Source: an optimization exercise on an open RTL-to-GDS flow (aim: small area). Production flows keep margins and buffers that such runs may drop. RTL that was checked went through simulation tests only; none was proved equivalent to the original. No driver is modelled on the clock port, so clocking that relies on it looks cheaper here than on a real chip.

## run A
## QAM
module QAM(clk, rst, en, Din, IFout);
input clk, rst, en;
input Din;
output reg signed [17:0] IFout;
reg ce2;           
reg sm_ctrl;       
reg swap;          
reg [1:0] spc;     
reg sm_i, sm_q;    
reg [3:0] usi;     
reg [3:0] cnt;     
reg [8:0] sym_i, sym_q;  
reg [1:0] mix_cnt;
reg [15:0] acc;    
wire en0 = en & ce2;
wire en1 = sm_ctrl & ce2;
wire en2 = usi[3];
wire [1:0] sw = usi[1:0];
wire load = en2 & (sw == 2'd0);
wire neg = ~mix_cnt[1];                         
wire [8:0] s = mix_cnt[0] ? sym_i : sym_q;      
wire [8:0] x = s ^ {9{neg}};
wire [8:0] v;      
assign v[0] = cnt > 4'd0;
assign v[1] = cnt > 4'd1;
assign v[2] = cnt > 4'd2;
assign v[3] = cnt > 4'd3;
assign v[4] = cnt > 4'd4;
assign v[5] = cnt > 4'd5;
assign v[6] = cnt > 4'd6;
assign v[7] = cnt > 4'd7;
assign v[8] = cnt > 4'd8;
reg sg0; reg [15:0] ka0, kb0;    
always @(*) begin
  case (sw)
    2'd0: begin sg0 = 1'b1; ka0 = 16'd74; kb0 = 16'd148; end
    2'd1: begin sg0 = 1'b0; ka0 = 16'd0; kb0 = 16'd0; end
    2'd2: begin sg0 = 1'b0; ka0 = 16'd0; kb0 = 16'd0; end
    2'd3: begin sg0 = 1'b1; ka0 = 16'd168; kb0 = 16'd336; end
  endcase
end
wire wp0 = v[0] & ~(x[0] ^ sg0);
wire [15:0] t0 = ({16{wp0}} & kb0) | ({16{~v[0]}} & ka0);
reg sg1; reg [15:0] ka1, kb1;    
always @(*) begin
  case (sw)
    2'd0: begin sg1 = 1'b1; ka1 = 16'd276; kb1 = 16'd552; end
    2'd1: begin sg1 = 1'b0; ka1 = 16'd185; kb1 = 16'd370; end
    2'd2: begin sg1 = 1'b0; ka1 = 16'd267; kb1 = 16'd534; end
    2'd3: begin sg1 = 1'b0; ka1 = 16'd36; kb1 = 16'd72; end
  endcase
end
wire wp1 = v[1] & ~(x[1] ^ sg1);
wire [15:0] t1 = ({16{wp1}} & kb1) | ({16{~v[1]}} & ka1);
reg sg2; reg [15:0] ka2, kb2;    
always @(*) begin
  case (sw)
    2'd0: begin sg2 = 1'b0; ka2 = 16'd238; kb2 = 16'd476; end
    2'd1: begin sg2 = 1'b1; ka2 = 16'd233; kb2 = 16'd466; end
    2'd2: begin sg2 = 1'b0; ka2 = 16'd278; kb2 = 16'd556; end
    2'd3: begin sg2 = 1'b0; ka2 = 16'd713; kb2 = 16'd1426; end
  endcase
end
wire wp2 = v[2] & ~(x[2] ^ sg2);
wire [15:0] t2 = ({16{wp2}} & kb2) | ({16{~v[2]}} & ka2);
  ...
Size in the first run: roughly 22 I/O pins, roughly 5200 µm² of cells after synthesis.
export LEC_CHECK = 0
export ABC_AREA = 1
export CAP_MARGIN = 20
export CORE_MARGIN = 2
export CORE_UTILIZATION = 40
export GPL_TIMING_DRIVEN = 0
export SLEW_MARGIN = 20
create_clock -name core_clock -period 5.0 [get_ports {clk}]
standard.sh (not shown) runs the stock make flow with config.mk's settings and CLKGATE_MAP_FILE= SYNTH_SCRIPT=/design/flow/synth_recipe.tcl, a recipe that flattens the netlist after the stock synthesis.
==> flow/flow/run.sh <==
#!/bin/bash
# Layout flow: the standard ORFS flow (standard.sh) with two synthesis changes that keep
# the standard synthesis's registers, names and cell types:
#  - Yosys's generic synthesis runs without its intermediate ABC pass (SYNTH_ARGS=-noabc),
#    so the adder tree written in the RTL reaches full-adder extraction as written;
#  - the final ABC technology mapping uses an area-oriented script (flow/abc_area.script),
#    through a copy of ORFS's scripts folder that differs only in that file.
# Each ORFS step writes its own log under orfs/logs/; make's output goes to make.log here.
set -euo pipefail
rm -rf scripts_local
cp -r "$FLOW_HOME/scripts" scripts_local
cp flow/abc_area.script scripts_local/abc_area.script
bash standard.sh SYNTH_ARGS=-noabc SCRIPTS_DIR="$PWD/scripts_local" finish > make.log 2>&1
==> flow/flow/abc_area.script <==
strash
dch -f
map -D 1100
topo
stime -c
buffer -c
upsize -c -D 1100
dnsize -c -D 1100
The inputs of run B differ from those of run A as listed below.
==> flow/flow/abc_area.script <==
strash
dch -f
map -D 800
topo
stime -c
buffer -c
upsize -c -D 800
dnsize -c -D 800
==> comparison <==
Per the comparison of run B with run A, combined area of the multi-input logic cells decreased about 3.3%; multi-input combinational gate total increased 8.
Run A finished all stages; the layout is clean.
Run B went all the way through the flow, and no timing, DRC or antenna check failed.
Per the comparison of run B with run A, layout net count dropped 16, final worst-path cycle share dropped 1.2 points, total die area climbed 0.49%, post-route non-filler standard cell count dropped about 2%.
Taking run A as the reference point, the maximum frequency from static timing analysis of run B rises by about 1.2%.
Routed wire in run B totals more than in run A.
Input changes introduced in run C (baseline for comparison: run B):
==> flow/flow/run.sh <==
#!/bin/bash
# Layout flow: the standard ORFS flow (standard.sh), with Yosys's generic synthesis run
# without its intermediate ABC pass (SYNTH_ARGS=-noabc), so that the adder tree written in
# the RTL reaches full-adder extraction as written. Registers, their names and cell types
# are those of the standard synthesis. Each ORFS step writes its own log under
# orfs/logs/; make's own output goes to make.log in this folder.
set -euo pipefail
bash standard.sh SYNTH_ARGS=-noabc finish > make.log 2>&1
removed: flow/flow/abc_area.script
## What came out
Run C finished all stages; the layout is clean. Diff run B and run C: multi-input combinational cell area lower in run B. In run C, the multi-input logic cell count came out about 6.4% above the value in run B. Higher maximum frequency from static timing analysis was reported by run C, not run B. Against run B, run C reports a worst hold slack after final layout that is lower. The sum of met3 wire segment lengths after detailed routing reported for run C is smaller than that of run B by about 5%. Compared run C against run B; first-pass GRT wire length within noise. The run with more routed wire is run C, not run B. The effective utilization at floorplan on run C is in line with that on run B. Run C: layout clock buffer count 1 above run B.
No functional check of the RTL was part of any run of this note.

Another version of the RTL of QAM (not shown whole).
Size in the first run: ~520 cells after synthesis, roughly 51 flip-flops, about 5000 µm² of cells after synthesis.
==> flow/config.mk <==
export PLATFORM = sky130hd
export DESIGN_NAME = QAM
export DESIGN_NICKNAME = QAM
export VERILOG_FILES = /design/flow/design.v
export SDC_FILE = /design/flow/constraint.sdc
export NUM_CORES = 4
export LEC_CHECK = 0
export ABC_AREA = 1
export CAP_MARGIN = 20
export CORE_MARGIN = 2
export CORE_UTILIZATION = 40
export GPL_TIMING_DRIVEN = 0
export SLEW_MARGIN = 20
==> flow/constraint.sdc <==
create_clock -name core_clock -period 5.0 [get_ports {clk}]
set_input_delay 1.0000 -clock core_clock [delete_from_list [all_inputs] [get_ports {clk}]]
set_output_delay 1.0000 -clock core_clock [all_outputs]
set_load 0.01 [all_outputs]
==> flow/flow/run.sh <==
#!/bin/bash
# Layout flow: the standard ORFS flow (standard.sh) with these changes:
#  - Yosys's generic synthesis runs without its intermediate ABC pass (SYNTH_ARGS=-noabc),
#    so the adder tree written in the RTL reaches full-adder extraction as written;
#    registers, their names and cell types are those of the standard synthesis;
#  - the final ABC technology mapping uses an area-oriented script (flow/abc_area.script),
#    through a copy of ORFS's scripts folder that differs only in that file;
#  - after clock-tree synthesis, flow/post_cts.tcl delays the clock of the output register
#    (useful skew for the register-to-register paths into it), then runs the CTS step's
#    timing repair, which ORFS is told to skip (SKIP_CTS_REPAIR_TIMING=1);
#  - every input and output port still gets its own buffer, but the smallest one
#    (sky130_fd_sc_hd__buf_1); the resizer may still resize it.
# Each ORFS step writes its own log under orfs/logs/; make's output goes to make.log here.
set -euo pipefail
rm -rf scripts_local
cp -r "$FLOW_HOME/scripts" scripts_local
cp flow/abc_area.script scripts_local/abc_area.script
bash standard.sh SYNTH_ARGS=-noabc SCRIPTS_DIR="$PWD/scripts_local" SKIP_CTS_REPAIR_TIMING=1 \
  POST_CTS_TCL="$PWD/flow/post_cts.tcl" "BUFFER_PORTS_ARGS=-buffer_cell sky130_fd_sc_hd__buf_1" \
  "SKEW_CELLS=sky130_fd_sc_hd__clkdlybuf4s50_1 sky130_fd_sc_hd__clkdlybuf4s50_1 sky130_fd_sc_hd__clkbuf_8" finish > make.log 2>&1
==> flow/flow/abc_area.script <==
strash
dch -f
amap
topo
dnsize -c
==> flow/flow/post_cts.tcl <==
# Runs at the end of ORFS's CTS step (POST_CTS_TCL), which is told to skip its own timing
# repair (SKIP_CTS_REPAIR_TIMING=1); this script does that repair after the change below.
#
# Useful skew for the register-to-register paths into the output register acc (IFout):
# acc's clock pins are moved from the clock tree's leaf nets to one net that a delay cell
# and a clock buffer drive from the leaf net of acc[0]. Every path into acc comes from
# another register of the design; acc's outputs go only to the output ports, whose
# timing this makes harder, not easier. Inputs reach no acc data pin combinationally.
set block [ord::get_db_block]
set db [ord::get_db]
set accs {}
foreach inst [$block getInsts] {
  if {[string range [$inst getName] 0 3] eq "acc\\" && [$inst findITerm CLK] ne "NULL"} {
    lappend accs $inst
  }
}
puts "skew: [llength $accs] acc registers"
set first [lindex $accs 0]
set leaf [[$first findITerm CLK] getNet]
set sx 0; set sy 0
foreach inst $accs {
  lassign [$inst getLocation] x y
  set sx [expr {$sx + $x}]; set sy [expr {$sy + $y}]
}
set cx [expr {int($sx / [llength $accs])}]
set cy [expr {int($sy / [llength $accs])}]
set prev $leaf
set i 0
foreach cell $::env(SKEW_CELLS) {
  set master [$db findMaster $cell]
  set buf [odb::dbInst_create $block $master "skew_buf_$i"]
  set net [odb::dbNet_create $block "skew_net_$i"]
  $net setSigType CLOCK
  [$buf findITerm A] connect $prev
  [$buf findITerm X] connect $net
  $buf setLocation $cx $cy
  $buf setPlacementStatus PLACED
  set prev $net
  incr i
}
foreach inst $accs {
  set it [$inst findITerm CLK]
  $it disconnect
  $it connect $prev
}
set_propagated_clock [all_clocks]
estimate_parasitics -placement
set result [catch { detailed_placement } msg]
if { $result != 0 } { error "Detailed placement failed after skew: $msg" }
estimate_parasitics -placement
report_checks -path_delay max -group_path_count 1 -format end
repair_timing_helper
set result [catch { detailed_placement } msg]
if { $result != 0 } { error "Detailed placement failed after repair: $msg" }
check_placement -verbose
report_design_area
Change:
--- a/flow/flow/run.sh
+++ b/flow/flow/run.sh
@@ -8,7 +8,5 @@
 #  - after clock-tree synthesis, flow/post_cts.tcl delays the clock of the output register
 #    (useful skew for the register-to-register paths into it), then runs the CTS step's
-#    timing repair, which ORFS is told to skip (SKIP_CTS_REPAIR_TIMING=1);
-#  - every input and output port still gets its own buffer, but the smallest one
-#    (sky130_fd_sc_hd__buf_1); the resizer may still resize it.
+#    timing repair, which ORFS is told to skip (SKIP_CTS_REPAIR_TIMING=1).
 # Each ORFS step writes its own log under orfs/logs/; make's output goes to make.log here.
 set -euo pipefail
@@ -17,4 +15,4 @@
 cp flow/abc_area.script scripts_local/abc_area.script
 bash standard.sh SYNTH_ARGS=-noabc SCRIPTS_DIR="$PWD/scripts_local" SKIP_CTS_REPAIR_TIMING=1 \
-  POST_CTS_TCL="$PWD/flow/post_cts.tcl" "BUFFER_PORTS_ARGS=-buffer_cell sky130_fd_sc_hd__buf_1" \
+  POST_CTS_TCL="$PWD/flow/post_cts.tcl" \
   "SKEW_CELLS=sky130_fd_sc_hd__clkdlybuf4s50_1 sky130_fd_sc_hd__clkdlybuf4s50_1 sky130_fd_sc_hd__clkbuf_8" finish > make.log 2>&1
- CTS_BUF_LIST: not set -> sky130_fd_sc_hd__clkbuf_8
After rerunning: The changed run went through all stages and came out clean; via count is lower by 1.3%; final area is higher by 1.3%; fmax is higher by about 4.4%; area after synthesis stays the same; sequential share of layout area is lower by 0.28 points; global-route usage is higher by 0.74 points; worst setup slack gains 0.20 ns; worst hold slack gains 0.069 ns.
Change:
==> flow/flow/run.sh (replaced) <==
#!/bin/bash
# Layout flow: the standard ORFS flow (standard.sh) with these changes:
#  - Yosys's generic synthesis runs without its intermediate ABC pass (SYNTH_ARGS=-noabc),
#    so the adder tree written in the RTL reaches full-adder extraction as written;
#    registers, their names and cell types are those of the standard synthesis;
#  - after clock-tree synthesis, flow/post_cts.tcl delays the clock of the output register
#    (useful skew for the register-to-register paths into it), then runs the CTS step's
#    timing repair, which ORFS is told to skip (SKIP_CTS_REPAIR_TIMING=1).
# Each ORFS step writes its own log under orfs/logs/; make's output goes to make.log here.
set -euo pipefail
bash standard.sh SYNTH_ARGS=-noabc SKIP_CTS_REPAIR_TIMING=1 POST_CTS_TCL="$PWD/flow/post_cts.tcl" \
  "SKEW_CELLS=sky130_fd_sc_hd__clkdlybuf4s50_1 sky130_fd_sc_hd__clkbuf_8" finish > make.log 2>&1
- CTS_BUF_LIST: sky130_fd_sc_hd__clkbuf_8 -> not set
removed: flow/flow/abc_area.script
Worst hold slack is better by 0.26 ns.
Cell count rose by 22%.
Wire length rises by 15%.
Maximum frequency drops by 0.87%.
Flip-flop and latch count does not change.
Utilization fell by 1.7 points.
Setup slack loses 0.041 ns.
Design area rises by 9.2%.
Via count climbs by 11%.
Change:
==> flow/flow/run.sh (replaced) <==
#!/bin/bash
# Layout flow: the standard ORFS flow (standard.sh) with these changes:
#  - Yosys's generic synthesis runs without its intermediate ABC pass (SYNTH_ARGS=-noabc),
#    so the adder tree written in the RTL reaches full-adder extraction as written;
#    registers, their names and cell types are those of the standard synthesis;
#  - the final ABC technology mapping uses an area-oriented script (flow/abc_area.script),
#    through a copy of ORFS's scripts folder that differs only in that file;
#  - after clock-tree synthesis, flow/post_cts.tcl delays the clock of the output register
#    (useful skew for the register-to-register paths into it), then runs the CTS step's
#    timing repair, which ORFS is told to skip (SKIP_CTS_REPAIR_TIMING=1).
# Each ORFS step writes its own log under orfs/logs/; make's output goes to make.log here.
set -euo pipefail
rm -rf scripts_local
cp -r "$FLOW_HOME/scripts" scripts_local
cp flow/abc_area.script scripts_local/abc_area.script
bash standard.sh SYNTH_ARGS=-noabc SCRIPTS_DIR="$PWD/scripts_local" SKIP_CTS_REPAIR_TIMING=1 \
  POST_CTS_TCL="$PWD/flow/post_cts.tcl" \
  "SKEW_CELLS=sky130_fd_sc_hd__clkdlybuf4s50_1 sky130_fd_sc_hd__clkdlybuf4s50_1 sky130_fd_sc_hd__clkbuf_8" finish > make.log 2>&1
==> flow/flow/abc_area.script (new file) <==
strash
dch -f
amap
topo
dnsize -c
Result: Worst hold slack gets worse by 0.26 ns; routed wire length decreases by 13%; maximum frequency decreases by 0.35%; via count decreases by 9.5%; die area decreases by 9.3%; sequential share of layout area increases by 1.7 points.
Change:
--- a/flow/flow/run.sh
+++ b/flow/flow/run.sh
@@ -8,5 +8,7 @@
 #  - after clock-tree synthesis, flow/post_cts.tcl delays the clock of the output register
 #    (useful skew for the register-to-register paths into it), then runs the CTS step's
-#    timing repair, which ORFS is told to skip (SKIP_CTS_REPAIR_TIMING=1).
+#    timing repair, which ORFS is told to skip (SKIP_CTS_REPAIR_TIMING=1);
+#  - every input and output port still gets its own buffer, but the smallest one
+#    (sky130_fd_sc_hd__buf_1); the resizer may still resize it.
 # Each ORFS step writes its own log under orfs/logs/; make's output goes to make.log here.
 set -euo pipefail
@@ -15,4 +17,4 @@
 cp flow/abc_area.script scripts_local/abc_area.script
 bash standard.sh SYNTH_ARGS=-noabc SCRIPTS_DIR="$PWD/scripts_local" SKIP_CTS_REPAIR_TIMING=1 \
-  POST_CTS_TCL="$PWD/flow/post_cts.tcl" \
+  POST_CTS_TCL="$PWD/flow/post_cts.tcl" "BUFFER_PORTS_ARGS=-buffer_cell sky130_fd_sc_hd__buf_1" \
   "SKEW_CELLS=sky130_fd_sc_hd__clkdlybuf4s50_1 sky130_fd_sc_hd__clkdlybuf4s50_1 sky130_fd_sc_hd__clkbuf_8" finish > make.log 2>&1
- CTS_BUF_LIST: not set -> sky130_fd_sc_hd__clkbuf_8
After rerunning: The changed run passed the timing, DRC and antenna checks; synthesized area is unchanged; fmax came out lower slightly; die area stays the same; sequential share of layout area came out higher by 0.73 points; cell area came out lower by a few percent.
Change:
--- a/flow/flow/run.sh
+++ b/flow/flow/run.sh
@@ -8,7 +8,5 @@
 #  - after clock-tree synthesis, flow/post_cts.tcl delays the clock of the output register
 #    (useful skew for the register-to-register paths into it), then runs the CTS step's
-#    timing repair, which ORFS is told to skip (SKIP_CTS_REPAIR_TIMING=1);
-#  - every input and output port still gets its own buffer, but the smallest one
-#    (sky130_fd_sc_hd__buf_1); the resizer may still resize it.
+#    timing repair, which ORFS is told to skip (SKIP_CTS_REPAIR_TIMING=1).
 # Each ORFS step writes its own log under orfs/logs/; make's output goes to make.log here.
 set -euo pipefail
@@ -17,4 +15,4 @@
 cp flow/abc_area.script scripts_local/abc_area.script
 bash standard.sh SYNTH_ARGS=-noabc SCRIPTS_DIR="$PWD/scripts_local" SKIP_CTS_REPAIR_TIMING=1 \
-  POST_CTS_TCL="$PWD/flow/post_cts.tcl" "BUFFER_PORTS_ARGS=-buffer_cell sky130_fd_sc_hd__buf_1" \
-  "SKEW_CELLS=sky130_fd_sc_hd__clkdlybuf4s50_1 sky130_fd_sc_hd__clkdlybuf4s50_1 sky130_fd_sc_hd__clkbuf_8" finish > make.log 2>&1
+  POST_CTS_TCL="$PWD/flow/post_cts.tcl" \
+  "SKEW_CELLS=sky130_fd_sc_hd__clkdlybuf4s50_1 sky130_fd_sc_hd__clkbuf_8" finish > make.log 2>&1
- CTS_BUF_LIST: sky130_fd_sc_hd__clkbuf_8 -> not set
Effect: Setup slack loses 0.045 ns; wire length is higher by 5.3%; global-route usage grows by 1.0 points; maximum frequency fell by 0.95%; synthesized cell count is unchanged; cell area came out higher by 5.8%; first-iteration DRC count went down by 13%.

[afterwards: timing with drivers on the ports]
How much do the figures lean on ideal ports? The routed layouts below were timed once more, with nothing changed but the port constraints. Step 1: set_driving_cell puts a clkbuf_16 on clk and a buf_2 on each other input, an assumption about the parent block. Step 2, shift: input delay + t, output delay - t, t = (earliest + latest rising clock arrival at the registers) / 2. This alone moves slack from input paths to output paths. Slacks: ideal / step 1 / step 2; pairs: ideal / step 1.
run | t (ns) | slack for setup (ns) | hold WS [ns] | clock arrival spread, ns
run A | 0.347 | 0.119 / 0.119 / 0.119 | 0.467 / 0.467 / 0.467 | 0.007 / 0.007
run B | 0.348 | 0.178 / 0.178 / 0.178 | 0.476 / 0.476 / 0.476 | 0.014 / 0.014
run C | 0.339 | 0.204 / 0.204 / 0.204 | 0.470 / 0.470 / 0.470 | 0.004 / 0.004
the first run of note 2 | 0.916 | 0.172 / 0.172 / 0.172 | 0.004 / -0.015 / 0.067 | 1.152 / 1.151
the second run of note 2 | 0.944 | 0.375 / 0.375 / 0.375 | 0.072 / 0.072 / 0.072 | 1.177 / 1.177
the third run of note 2 | 0.688 | 0.334 / 0.334 / 0.334 | 0.337 / 0.334 / 0.337 | 0.715 / 0.715
the fourth run of note 2 | 0.926 | 0.318 / 0.318 / 0.318 | 0.073 / 0.073 / 0.073 | 1.185 / 1.185
the fifth run of note 2 | 0.942 | 0.302 / 0.302 / 0.302 | 0.057 / 0.057 / 0.057 | 1.180 / 1.181
the sixth run of note 2 | 0.682 | 0.257 / 0.257 / 0.257 | 0.258 / 0.243 / 0.409 | 0.698 / 0.697
Clock arrivals are far apart in 6 of these runs, so t is only a midpoint there and step 2 fits no single register.
